Background: an optimization exercise with open tools, aiming at small area and a short achievable clock period. Do not read the settings as production practice. Power is estimated from default activity; no workload was simulated.

Setup of 07-13:
// pipelined_divider
module pipelined_divider (input             clock,
                          input             reset,
                          input             input_valid,
                          input       [5:0] input_tag,
                          input      [23:0] divisor,
                          input      [31:0] dividend,
                          output reg        output_valid,
                          output reg  [5:0] output_tag,
                          output reg [31:0] quotient,
                          output reg [31:0] remainder);
For scale: roughly 12000 cells after synthesis, ~1500 flip-flops, roughly 0.077 sq mm of cells after synthesis.
export LEC_CHECK = 0
export ABC_AREA = 1
export ABC_CLOCK_PERIOD_IN_PS = 3000
export CAP_MARGIN = 20
export CORE_MARGIN = 2
export CORE_UTILIZATION = 40
export CTS_CLUSTER_DIAMETER = 80
export CTS_CLUSTER_SIZE = 30
export SETUP_SLACK_MARGIN = 4.25
export SLEW_MARGIN = 20
create_clock -name core_clock -period 7.0 [get_ports {clock}]
standard.sh (not shown) runs the stock make flow with config.mk's settings and CLKGATE_MAP_FILE= SYNTH_SCRIPT=/design/flow/synth_recipe.tcl, a recipe that flattens the netlist after the stock synthesis.
==> flow/flow/run.sh <==
#!/bin/bash
set -euo pipefail
here=$(cd "$(dirname "$0")" && pwd)
source "$here/vars.sh"
bash standard.sh > flow.log 2>&1
==> flow/flow/vars.sh <==
# ORFS variables for this flow (see run.sh)
# No full-adder cell mapping in synthesis: ABC maps the adders itself.
export ADDER_MAP_FILE=
# Port buffers: a plain buffer rather than the default pick (a delay cell).
export BUFFER_PORTS_ARGS="-buffer_cell sky130_fd_sc_hd__buf_2"
diff inputs: 07-13 => 02-03
-- flow/design.v --
<<< 07-13, line 356
    reg  [5:0] t14;
    reg [23:0] d14;
    reg [25:0] d3_14;
    reg [1:0] a14;
    reg [31:2] q14;
>>> 02-03, line 356
    reg  [5:0] t14;
    reg [23:0] d14;
    reg [1:0] a14;
    reg [31:2] q14;
<<< 07-13, line 366
        z14 <= z13;
        d14 <= d13;
        d3_14 <= d3_13;
        a14 <= a13[1:0];
        q14 <= {q13, c30_2, (c30_2 ? c30_3 : c30_1)};
        r14 <= r30_c;
    end
    wire [25:0] x32 = {r14, a14[1], a14[0]};
    wire [26:0] s32_1 = {1'd0, x32} - {3'd0, d14};
    wire [26:0] s32_2 = {1'd0, x32} - {2'd0, d14, 1'b0};
    wire [26:0] s32_3 = {1'd0, x32} - {1'd0, d3_14};
    wire c32_1 = ~s32_1[26], c32_2 = ~s32_2[26], c32_3 = ~s32_3[26];
    wire [23:0] r32_c = c32_2 ? (c32_3 ? s32_3[23:0] : s32_2[23:0]) : (c32_1 ? s32_1[23:0] : x32[23:0]);
    wire [31:0] qf = {q14, c32_2, (c32_2 ? c32_3 : c32_1)};
    wire [23:0] rf = r32_c;
    reg        v15, n15, z15;
    reg  [5:0] t15;
    reg [31:0] q15;
    reg [23:0] r15;
    reg [23:0] d15;
    always @(posedge clock) begin
        d15 <= d14;
        v15 <= reset ? 1'b0 : v14;
        t15 <= t14;
        n15 <= n14;
        z15 <= z14;
        q15 <= qf;
        r15 <= rf;
    end
    wire        ex = ({1'b0, r15} + 25'd1) == {1'b0, d15};
    wire [31:0] qn = -q15;
    wire [31:0] qs = n15 ? (ex ? ~q15 : qn) : q15;
    wire [31:0] rs = n15 ? (ex ? 32'd0 : ~{8'd0, r15}) : {8'd0, r15};
    wire [31:0] qa = q15 ^ {32{n15}};   
    always @(posedge clock) begin
        output_valid <= reset ? 1'b0 : v15;
>>> 02-03, line 365
        z14 <= z13;
        d14 <= d13;
        a14 <= a13[1:0];
        q14 <= {q13, c30_2, (c30_2 ? c30_3 : c30_1)};
        r14 <= r30_c;
    end
    wire [24:0] p31 = {r14, a14[1]};
    wire [25:0] s31 = {1'b0, p31} - {2'b0, d14};
    wire g31 = ~s31[25];
    wire [23:0] r31_c = g31 ? s31[23:0] : p31[23:0];
    reg        v15, n15, z15;
    reg  [5:0] t15;
    reg [23:0] d15;
    reg [0:0] a15;
    reg [31:1] q15;
    reg [23:0] r15;
    always @(posedge clock) begin
        v15 <= reset ? 1'b0 : v14;
        t15 <= t14;
        n15 <= n14;
        z15 <= z14;
        d15 <= d14;
        a15 <= a14[0:0];
        q15 <= {q14, g31};
        r15 <= r31_c;
    end
    wire [24:0] xf = {r15, a15[0]};
    wire [25:0] sf = {1'b0, xf} - {2'd0, d15};
    wire        gf = ~sf[25];
    wire [31:0] qf = {q15, gf};
    wire [25:0] xi = {1'b0, xf} + 26'd1;
    wire        e0 = (xi == {2'd0, d15});         
    wire        e1 = (xi == {1'b0, d15, 1'b0});   
    wire [30:0] qhn = -q15;
    wire [30:0] qsh = n15 ? ((gf | e0) ? ~q15 : qhn) : q15;
    wire        qs0 = gf ^ (n15 & (gf ? e1 : e0));
    wire [31:0] qs = {qsh, qs0};
    wire [23:0] rg1 = n15 ? (e1 ? 24'd0 : ~sf[23:0]) : sf[23:0];
    wire [23:0] rg0 = n15 ? (e0 ? 24'd0 : ~xf[23:0]) : xf[23:0];
    wire [7:0]  rs8 = {8{n15 & ~(gf ? e1 : e0)}};
    wire [31:0] rs = {rs8, gf ? rg1 : rg0};
    wire [31:0] qa = qf ^ {32{n15}};   
    always @(posedge clock) begin
        output_valid <= reset ? 1'b0 : v15;
Results
[compare] base=07-13 new=02-03: logic depth of the worst path, buffers included went up; switching fraction of total power went down.
Of 02-03 and 07-13, 02-03 shows the lower first-pass GRT wire length, with 07-13 above it.
Area taken by flip-flops and latches in 02-03 is 560 sq um lower than in 07-13
Compound-gate portion of the synthesized area down 0.47 points in 02-03 wrt 07-13
Worst hold slack deteriorates in 02-03 relative to 07-13.
Re power density of the placed cells: 07-13 was higher than 02-03.
In 02-03, share of the core filled with cells is higher than in 07-13.
Summary of 02-03 over 07-13: register-to-register slack decreased 0.11 ns, post-route fraction of the period consumed by the critical path now larger.
No run of this note included a check of the RTL's function; only the layout flow was run.

[re-timing with driven ports]
No port has a modelled driver above. Below, the same layouts with a new extraction and two added sets of constraints.
Step 1 assumes that a clkbuf_16 drives the clock port and a buf_2 every other input.
Step 2 times the ports against the registers' clock, not the clock port: input delays grow and output delays shrink by t, the midpoint of the rising clock arrivals with the driver on.
a / b / c = ideal / step 1 / step 2; a / b = the first two.
| run | t (ns) | setup WS [ns] | worst setup path after step 2 | worst register clock-pin slew, ns |
|---|---|---|---|---|
| 07-13 | 0.849 | 4.029 / 4.029 / 4.029 | register to register | 0.11 / 0.11 |
| 02-03 | 0.838 | 3.922 / 3.922 / 3.922 | register to register | 0.11 / 0.11 |
After both steps every run listed still meets setup and hold.
